From an optimization exercise on the open Yosys and OpenROAD flow, aimed at small area; shortcuts taken in it are not production practice. RTL that was checked went through simulation tests only; none was proved equivalent to the original. No driver is modelled on the clock port, so clocking that relies on it looks cheaper here than on a real chip.

==> inputs of run X <==
Design build, start of the top module:
module build(rst, clk, sin, sout);
  parameter bitsize = 8, length = 256;
  input rst, clk;
  input [bitsize-1:0] sin;
  output [bitsize-1:0] sout;
  wire [7:0] x1, x2, x3, y1, y3, z1, z2, z3;
  wire [8:0] ax, ay;
  reg [8:0] axr, ayr;
  line_buff lb(.clk(clk), .rst(rst), .sin(sin), .x1(x1), .x2(x2), .x3(x3),
               .y1(y1), .y3(y3), .z1(z1), .z2(z2), .z3(z3));
  kernel k(.x1(x1), .x2(x2), .x3(x3), .y1(y1), .y3(y3), .z1(z1), .z2(z2),
           .z3(z3), .ax(ax), .ay(ay));
  always @(posedge clk) begin
    axr <= ax;
    ayr <= ay;
  end
  cordic_mag c(.clk(clk), .ax(axr), .ay(ayr), .mag(sout));
endmodule
Settings: LEC_CHECK=0, CAP_MARGIN=20, CORE_MARGIN=2, CORE_UTILIZATION=45, CTS_CLUSTER_DIAMETER=90, CTS_CLUSTER_SIZE=37, PLACE_DENSITY=0.6, SLEW_MARGIN=20; clock period 12.0 ns.
standard.sh (not shown) runs the stock make flow with config.mk's settings and CLKGATE_MAP_FILE= SYNTH_SCRIPT=/design/flow/synth_recipe.tcl, a recipe that flattens the netlist after the stock synthesis.
==> flow/flow/run.sh <==
#!/bin/bash
# Standard layout, with clock tree synthesis run without dummy loads and the
# ports buffered with the smallest buffer.
set -e
export CTS_ARGS="-sink_clustering_enable -repair_clock_nets -sink_clustering_size 37 -sink_clustering_max_diameter 90 -dont_use_dummy_load"
export BUFFER_PORTS_ARGS="-buffer_cell sky130_fd_sc_hd__buf_1"
bash standard.sh > standard.log 2>&1
==> run R: changes against run X <==
==> flow/flow/run.sh (replaced) <==
#!/bin/bash
# Standard layout, with clock tree synthesis run without dummy loads and the
# ports buffered with the smallest buffer.
set -e
export CTS_ARGS="-sink_clustering_enable -repair_clock_nets -sink_clustering_size 35 -sink_clustering_max_diameter 80 -dont_use_dummy_load"
export BUFFER_PORTS_ARGS="-buffer_cell sky130_fd_sc_hd__buf_1"
bash standard.sh > standard.log 2>&1
- CTS_CLUSTER_DIAMETER: 90 -> 80
- CTS_CLUSTER_SIZE: 37 -> 35
==> run Y: changes against run X <==
==> flow/flow/run.sh (replaced) <==
#!/bin/bash
# Standard layout, with clock tree synthesis run without dummy loads and the
# ports buffered with the smallest buffer.
set -e
export CTS_ARGS="-sink_clustering_enable -repair_clock_nets -sink_clustering_size 36 -sink_clustering_max_diameter 90 -dont_use_dummy_load"
export BUFFER_PORTS_ARGS="-buffer_cell sky130_fd_sc_hd__buf_1"
bash standard.sh > standard.log 2>&1
- CTS_CLUSTER_SIZE: 37 -> 36
==> qor summary <==
| item | run Y | run R | run X |
|---|---|---|---|
| Fraction of final layout cells sized beyond drive strength 1 | 0.0309 | 0.0323 | 0.0306 |
| Post-Route M1 WL | 61.3 mm | 61.2 mm | 61.0 mm |
| Overall routing resource usage | 0.0953 | 0.0955 | 0.0947 |
| Area delta synth->final | 7.43% | 7.64% | 7.38% |
| Vias per cell | 3.81 | 3.81 | 3.81 |
| Violation count after the first detailed-route iteration | 1499 | 1427 | 1434 |
| Final cell utilization of the core | 0.487 | 0.488 | 0.487 |
| Register-to-register setup slack | 590 ps | 600 ps | 590 ps |
| Status | finished clean | finished clean | finished clean |
| Fraction of met1 tracks used by global routing | 0.147 | 0.147 | 0.146 |
| Final worst-path cycle share | 0.951 | 0.950 | 0.951 |
| Via count | 35600 | 35700 | 35600 |
| Filler cells | 19600 | 19500 | 19600 |
| Total clock buffers created by CTS | 154 | 163 | 152 |

========
==> run M: inputs <==
==> flow/design.v <==
module line_buff(clk, rst, sin, x1, x2, x3, y1, y3, z1, z2, z3);
  input clk, rst;
  input [7:0] sin;
  output [7:0] x1, x2, x3, y1, y3, z1, z2, z3;
  localparam N = 515;
  reg [8*N-1:0] sr;
  reg [9:0] age;
  always @(posedge clk) begin
    sr <= {sr[8*(N-1)-1:0], sin};
    if (rst)
      age <= 10'd0;
    else if (age != 10'd515)
      age <= age + 10'd1;
  end
  wire v0   = (age != 10'd0);
  wire v1   = (age >  10'd1);
  wire v2   = (age >  10'd2);
  wire v256 = (age >  10'd256);
  wire v258 = (age >  10'd258);
  wire v512 = (age >  10'd512);
  wire v513 = (age >  10'd513);
  wire v514 = (age >  10'd514);
  assign x1 = sr[8*0   +: 8] & {8{v0}};
  assign x2 = sr[8*1   +: 8] & {8{v1}};
  assign x3 = sr[8*2   +: 8] & {8{v2}};
  assign y1 = sr[8*256 +: 8] & {8{v256}};
  assign y3 = sr[8*258 +: 8] & {8{v258}};
  assign z1 = sr[8*512 +: 8] & {8{v512}};
  assign z2 = sr[8*513 +: 8] & {8{v513}};
  assign z3 = sr[8*514 +: 8] & {8{v514}};
endmodule
module kernel(x1, x2, x3, y1, y3, z1, z2, z3, ax, ay);
  input [7:0] x1, x2, x3, y1, y3, z1, z2, z3;
  output [8:0] ax, ay;
  wire [8:0] gx, gy;
  sum6 sx(.a({1'b0, x1}), .b({x2, 1'b1}), .c({1'b0, x3}),
          .d({1'b0, ~z1}), .e({~z2, 1'b1}), .f({1'b0, ~z3}), .s(gx));
  sum6 sy(.a({1'b0, x1}), .b({y1, 1'b1}), .c({1'b0, z1}),
          .d({1'b0, ~x3}), .e({~y3, 1'b1}), .f({1'b0, ~z3}), .s(gy));
  absv abx(.g(gx), .a(ax));
  absv aby(.g(gy), .a(ay));
endmodule
module sum6(a, b, c, d, e, f, s);
  input [8:0] a, b, c, d, e, f;
  output [8:0] s;
  wire [8:0] s1, c1, s2, c2, s3, c3, s4, c4;
  csa9 k1(a, b, c, s1, c1);
  csa9 k2(d, e, f, s2, c2);
  csa9 k3(s1, c1, s2, s3, c3);
  csa9 k4(s3, c3, c2, s4, c4);
  rca #(9) r(.a(s4), .b({c4[8:1], 1'b1}), .ci(1'b1), .s(s));
endmodule
module csa9(a, b, c, s, cy);
  input [8:0] a, b, c;
  output [8:0] s, cy;
  assign s = a ^ b ^ c;
  assign cy = {(a[7:0] & b[7:0]) | (a[7:0] & c[7:0]) | (b[7:0] & c[7:0]), 1'b0};
endmodule
module absv(g, a);
  input [8:0] g;
  output [8:0] a;
  wire [8:0] c;
  assign c[0] = g[8];
  genvar j;
  generate
    for (j = 0; j < 9; j = j + 1) begin : b_
      wire v = g[j] ^ g[8];
      assign a[j] = v ^ c[j];
      if (j < 8) begin : n
        assign c[j+1] = v & c[j];
      end
    end
  endgenerate
endmodule
module rca(a, b, ci, s);
  parameter W = 16;
  input [W-1:0] a, b;
  input ci;
  output [W-1:0] s;
  wire [W:0] c;
  assign c[0] = ci;
  genvar j;
  generate
    for (j = 0; j < W; j = j + 1) begin : b_
      assign s[j] = a[j] ^ b[j] ^ c[j];
      assign c[j+1] = (a[j] & b[j]) | (a[j] & c[j]) | (b[j] & c[j]);
    end
  endgenerate
endmodule
module cstage(x, t, n, xo, to, no);
  parameter I = 0;
  input [15:0] x;
  input [14:0] t;
  input n;
  output [15:0] xo;
  output [14:0] to;
  output no;
  wire [15:0] tsh, xsh, d;
  genvar j;
  generate
    for (j = 0; j < 16; j = j + 1) begin : sh
      assign xsh[j] = x[(j + I > 15) ? 15 : j + I];
      if (j + I > 14) begin : z
        assign tsh[j] = 1'b0;
      end else begin : v
        assign tsh[j] = t[j + I];
      end
    end
  endgenerate
  rca #(16) ax_(.a(x), .b(tsh), .ci(n), .s(xo));
  rca #(16) ay_(.a({1'b0, t}), .b(~xsh), .ci(1'b1), .s(d));
  assign to = d[14:0] ^ {15{d[15]}};
  assign no = n ^ d[15];
endmodule
module cordic_mag(clk, ax, ay, mag);
  input clk;
  input [8:0] ax, ay;
  output reg [7:0] mag;
  wire [15:0] x0 = {ax[8], 1'b0, ax[7:0], 6'b0};
  wire [14:0] t0 = ay[8] ? 15'h7FFF : {1'b0, ay[7:0], 6'b0};
  wire [15:0] x1, x2;
  wire [14:0] t1, t2;
  wire n1, n2;
  cstage #(0) s0(.x(x0), .t(t0), .n(ay[8]), .xo(x1), .to(t1), .no(n1));
  cstage #(1) s1(.x(x1), .t(t1), .n(n1), .xo(x2), .to(t2), .no(n2));
  genvar k;
  generate
    for (k = 0; k <= 12; k = k + 1) begin : it
      reg [15:0] xr;
      reg [14:0] tr;
      reg nr;
      if (k == 0) begin : f
        always @(posedge clk) begin
          xr <= x2;
          tr <= t2;
          nr <= n2;
        end
      end else begin : s
        wire [15:0] xn;
        wire [14:0] tn;
        wire nn;
        cstage #(k + 1) s(.x(it[k-1].xr), .t(it[k-1].tr), .n(it[k-1].nr),
                          .xo(xn), .to(tn), .no(nn));
        always @(posedge clk) begin
          xr <= xn;
          tr <= tn;
          nr <= nn;
        end
      end
    end
  endgenerate
  wire [15:0] x15;
  wire [14:0] t15;
  wire n15;
  cstage #(14) s14(.x(it[12].xr), .t(it[12].tr), .n(it[12].nr),
                   .xo(x15), .to(t15), .no(n15));
  reg [15:0] x15r;
  reg n15r;
  always @(posedge clk) begin
    x15r <= x15;
    n15r <= n15;
  end
  wire [7:0] m;
  gain_mul g(.x(x15r), .n(n15r), .mag(m));
  always @(posedge clk)
    mag <= m;
endmodule
module gain_mul(x, n, mag);
  input [15:0] x;
  input n;
  output [7:0] mag;
  wire [27:0] q0 = {4'b0, x, 8'b0};
  wire [27:0] q1 = {7'b0, x, 5'b0};
  wire [27:0] q2 = {11'b0, x, 1'b0};
  wire [27:0] q3 = {12'b0, x};
  wire [27:0] ms1, mc1, ms, mc;
  csa28 m1(q0, q1, q2, ms1, mc1);
  csa28 m2(ms1, mc1, q3, ms, mc);
  wire [27:0] r0 = {x[14:0], 13'b0};
  wire [27:0] r1 = {1'b0, x, 11'b0};
  wire [27:0] r2 = n ? 28'h00026DF : 28'h0000002;
  wire [27:0] s1, c1, s2, c2, s3, c3;
  csa28 a1(r0, r1, r2, s1, c1);
  csa28 a2(s1, c1, ~ms, s2, c2);
  csa28 a3(s2, c2, ~mc, s3, c3);
  wire [27:0] s6 = s3, c6 = c3;
  wire [19:0] g = s6[19:0] & c6[19:0];
  wire [19:0] p = s6[19:0] | c6[19:0];
  wire [5:0] cb;
  assign cb[0] = 1'b0;
  genvar k;
  generate
    for (k = 0; k < 5; k = k + 1) begin : blk
      wire [3:0] gg = g[4*k +: 4];
      wire [3:0] pp = p[4*k +: 4];
      wire bg = gg[3] | (pp[3] & gg[2]) | (pp[3] & pp[2] & gg[1]) |
                (pp[3] & pp[2] & pp[1] & gg[0]);
      wire bp = &pp;
      assign cb[k+1] = bg | (bp & cb[k]);
    end
  endgenerate
  rca #(8) hi(.a(s6[27:20]), .b(c6[27:20]), .ci(cb[5]), .s(mag));
endmodule
module csa28(a, b, c, s, cy);
  input [27:0] a, b, c;
  output [27:0] s, cy;
  assign s = a ^ b ^ c;
  assign cy = {(a[26:0] & b[26:0]) | (a[26:0] & c[26:0]) | (b[26:0] & c[26:0]), 1'b0};
endmodule
module build(rst, clk, sin, sout);
  parameter bitsize = 8, length = 256;
  input rst, clk;
  input [bitsize-1:0] sin;
  output [bitsize-1:0] sout;
  wire [7:0] x1, x2, x3, y1, y3, z1, z2, z3;
  wire [8:0] ax, ay;
  reg [8:0] axr, ayr;
  line_buff lb(.clk(clk), .rst(rst), .sin(sin), .x1(x1), .x2(x2), .x3(x3),
               .y1(y1), .y3(y3), .z1(z1), .z2(z2), .z3(z3));
  kernel k(.x1(x1), .x2(x2), .x3(x3), .y1(y1), .y3(y3), .z1(z1), .z2(z2),
           .z3(z3), .ax(ax), .ay(ay));
  always @(posedge clk) begin
    axr <= ax;
    ayr <= ay;
  end
  cordic_mag c(.clk(clk), .ax(axr), .ay(ayr), .mag(sout));
endmodule
==> flow/flow/run.sh <==
#!/bin/bash
# Standard layout, with clock tree synthesis run without dummy loads.
set -e
cp standard.sh standard_sh.txt
export CTS_ARGS="-sink_clustering_enable -repair_clock_nets -sink_clustering_size 30 -sink_clustering_max_diameter 150 -dont_use_dummy_load"
bash standard.sh > standard.log 2>&1
==> flow/standard.sh <==
#!/bin/bash
# synth_recipe.tcl (not shown) runs the flow's synth.tcl, then flattens the netlist and writes it again
# the make line also repeats each setting of config.mk as NAME=value (left out here)
make -C /OpenROAD-flow-scripts/flow DESIGN_CONFIG=/design/flow/config.mk WORK_HOME=/design/flow/orfs CLKGATE_MAP_FILE= SYNTH_SCRIPT=/design/flow/synth_recipe.tcl "${@:-finish}"
==> flow/config.mk <==
export PLATFORM = sky130hd
export DESIGN_NAME = build
export DESIGN_NICKNAME = build
export VERILOG_FILES = /design/flow/design.v
export SDC_FILE = /design/flow/constraint.sdc
export NUM_CORES = 4
export LEC_CHECK = 0
export CAP_MARGIN = 20
export CORE_MARGIN = 2
export CORE_UTILIZATION = 45
export CTS_CLUSTER_DIAMETER = 150
export CTS_CLUSTER_SIZE = 30
export PLACE_DENSITY = 0.6
export SLEW_MARGIN = 20
==> flow/constraint.sdc <==
create_clock -name core_clock -period 12.0 [get_ports {clk}]
set_input_delay 2.4000 -clock core_clock [delete_from_list [all_inputs] [get_ports {clk}]]
set_output_delay 2.4000 -clock core_clock [all_outputs]
set_load 0.01 [all_outputs]
==> run D (differences from run M) <==
==> flow/design.v (replaced) <==
module line_buff(clk, rst, sin, x1, x2, x3, y1, y3, z1, z2, z3);
  input clk, rst;
  input [7:0] sin;
  output [7:0] x1, x2, x3, y1, y3, z1, z2, z3;
  localparam N = 515;
  reg [8*N-1:0] sr;
  reg [9:0] age;
  always @(posedge clk) begin
    sr <= {sr[8*(N-1)-1:0], sin};
    if (rst)
      age <= 10'd0;
    else if (age != 10'd515)
      age <= age + 10'd1;
  end
  wire v0   = (age != 10'd0);
  wire v1   = (age >  10'd1);
  wire v2   = (age >  10'd2);
  wire v256 = (age >  10'd256);
  wire v258 = (age >  10'd258);
  wire v512 = (age >  10'd512);
  wire v513 = (age >  10'd513);
  wire v514 = (age >  10'd514);
  assign x1 = sr[8*0   +: 8] & {8{v0}};
  assign x2 = sr[8*1   +: 8] & {8{v1}};
  assign x3 = sr[8*2   +: 8] & {8{v2}};
  assign y1 = sr[8*256 +: 8] & {8{v256}};
  assign y3 = sr[8*258 +: 8] & {8{v258}};
  assign z1 = sr[8*512 +: 8] & {8{v512}};
  assign z2 = sr[8*513 +: 8] & {8{v513}};
  assign z3 = sr[8*514 +: 8] & {8{v514}};
endmodule
module kernel(x1, x2, x3, y1, y3, z1, z2, z3, ax, ay);
  input [7:0] x1, x2, x3, y1, y3, z1, z2, z3;
  output [8:0] ax, ay;
  wire [8:0] gx = x1 + {x2, 1'b0} + x3 - z1 - {z2, 1'b0} - z3;
  wire [8:0] gy = x1 + {y1, 1'b0} + z1 - x3 - {y3, 1'b0} - z3;
  assign ax = gx[8] ? -gx : gx;
  assign ay = gy[8] ? -gy : gy;
endmodule
module rca(a, b, ci, s);
  parameter W = 16;
  input [W-1:0] a, b;
  input ci;
  output [W-1:0] s;
  wire [W:0] c;
  assign c[0] = ci;
  genvar j;
  generate
    for (j = 0; j < W; j = j + 1) begin : b_
      assign s[j] = a[j] ^ b[j] ^ c[j];
      assign c[j+1] = (a[j] & b[j]) | (a[j] & c[j]) | (b[j] & c[j]);
    end
  endgenerate
endmodule
module cstage(x, y, xo, yo);
  parameter I = 0;
  input [15:0] x, y;
  output [15:0] xo, yo;
  wire [15:0] xsh = $signed(x) >>> I;
  wire [15:0] ysh = $signed(y) >>> I;
  wire n = y[15];
  rca #(16) ax_(.a(x), .b(ysh ^ {16{n}}), .ci(n), .s(xo));
  rca #(16) ay_(.a(y), .b(xsh ^ {16{~n}}), .ci(~n), .s(yo));
endmodule
module cordic_mag(clk, ax, ay, mag);
  input clk;
  input [8:0] ax, ay;
  output reg [7:0] mag;
  wire [15:0] x0 = {ax[8], 1'b0, ax[7:0], 6'b0};
  wire [15:0] y0 = {ay[8], 1'b0, ay[7:0], 6'b0};
  wire [15:0] x1, y1, x2, y2;
  cstage #(0) s0(.x(x0), .y(y0), .xo(x1), .yo(y1));
  cstage #(1) s1(.x(x1), .y(y1), .xo(x2), .yo(y2));
  genvar k;
  generate
    for (k = 0; k <= 12; k = k + 1) begin : it
      reg [15:0] xr, yr;
      if (k == 0) begin : f
        always @(posedge clk) begin
          xr <= x2;
          yr <= y2;
        end
      end else begin : s
        wire [15:0] xn, yn;
        cstage #(k + 1) s(.x(it[k-1].xr), .y(it[k-1].yr), .xo(xn), .yo(yn));
        always @(posedge clk) begin
          xr <= xn;
          yr <= yn;
        end
      end
    end
  endgenerate
  wire [15:0] x15, y15;
  cstage #(14) s14(.x(it[12].xr), .y(it[12].yr), .xo(x15), .yo(y15));
  reg [15:0] x15r;
  reg n15r;
  always @(posedge clk) begin
    x15r <= x15;
    n15r <= y15[15];
  end
  wire [15:0] x16 = x15r + {15'b0, n15r};
  wire [27:0] p = x16 * 28'h26DD;
  always @(posedge clk)
    mag <= p[27:20];
endmodule
module build(rst, clk, sin, sout);
  parameter bitsize = 8, length = 256;
  input rst, clk;
  input [bitsize-1:0] sin;
  output [bitsize-1:0] sout;
  wire [7:0] x1, x2, x3, y1, y3, z1, z2, z3;
  wire [8:0] ax, ay;
  reg [8:0] axr, ayr;
  line_buff lb(.clk(clk), .rst(rst), .sin(sin), .x1(x1), .x2(x2), .x3(x3),
               .y1(y1), .y3(y3), .z1(z1), .z2(z2), .z3(z3));
  kernel k(.x1(x1), .x2(x2), .x3(x3), .y1(y1), .y3(y3), .z1(z1), .z2(z2),
           .z3(z3), .ax(ax), .ay(ay));
  always @(posedge clk) begin
    axr <= ax;
    ayr <= ay;
  end
  cordic_mag c(.clk(clk), .ax(axr), .ay(ayr), .mag(sout));
endmodule
==> flow/run.sh (new file) <==
#!/bin/bash
# synth_recipe.tcl (not shown) runs the flow's synth.tcl, then flattens the netlist and writes it again
# the make line also repeats each setting of config.mk as NAME=value (left out here)
make -C /OpenROAD-flow-scripts/flow DESIGN_CONFIG=/design/flow/config.mk WORK_HOME=/design/flow/orfs CLKGATE_MAP_FILE= SYNTH_SCRIPT=/design/flow/synth_recipe.tcl finish
- CTS_CLUSTER_DIAMETER: 150 -> not set
- CTS_CLUSTER_SIZE: 30 -> not set
removed: flow/flow/run.sh
removed: flow/standard.sh
==> comparison table <==
|  | run D | run M |
|---|---|---|
| Depth of the worst register-to-register path | 23 | 29 |
| Status | finished clean | finished clean |
| Timing endpoint of the critical path | c.it[0].yr[15]$_DFF_P_ | c.it[0].tr[6]$_DFF_P_ |
| Final HPWL DP | 69,800 µm | 63,100 µm |
| Metal3 WL | 4960 µm | 3650 µm |
| Starting DRC count in detailed routing | 1,428 | 1,340 |
| Worst slew margin relative to its limit | 33.3% | 40.5% |
| Worst path slowest cell | sky130_fd_sc_hd__dfxtp_1 | sky130_fd_sc_hd__xor2_2 |
| Effective utilization at floorplan | 45.3% | 45.3% |
| Worst setup timing slack at the placement stage | 3550 ps | 2640 ps |
| Reg-to-reg critical path endpoint | c.it[0].yr[15]$_DFF_P_ | c.it[0].tr[6]$_DFF_P_ |
| Vias post-DR | 40,500 | 36,000 |
| Number of logic inverters in the finished layout | 702 | 403 |
| Clock Sink Count | 4,573 | 4,577 |
| Final RePlAce weighted congestion | 0.788 | 0.742 |
| Fraction of standard cell area in multi-input logic | 12.4% | 12.5% |
| Register fraction of the total cell area | 71.2% | 78.9% |
| Hold path startpoint | lb.sr[2901]$_DFF_P_ | lb.sr[135]$_DFF_P_ |
Function was not checked in any run of this note: the RTL went through the layout flow alone.

[afterwards: timing with drivers on the ports]
How much do the figures lean on ideal ports? The routed layouts below were timed once more, with nothing changed but the port constraints. Step 1 assumes that a clkbuf_16 drives the clock port and a buf_2 every other input. Step 2, shift: input delay + t, output delay - t, t = (earliest + latest rising clock arrival at the registers) / 2. This alone moves slack from input paths to output paths. a / b / c = no drivers / after step 1 / after step 2; a / b = the first two.
run	t (ns)	setup WS [ns]	worst setup path after step 2	worst data-port slew with drivers (ns)
run X	0.846	0.592 / 0.592 / 0.592	register to register	0.03
run R	0.853	0.600 / 0.600 / 0.600	register to register	0.03
run Y	0.865	0.593 / 0.593 / 0.593	register to register	0.04
run M	0.877	2.738 / 2.738 / 2.738	register to register	0.03
run D	0.985	3.559 / 3.559 / 3.559	register to register	0.03
After both steps setup and hold are still met in every run listed.
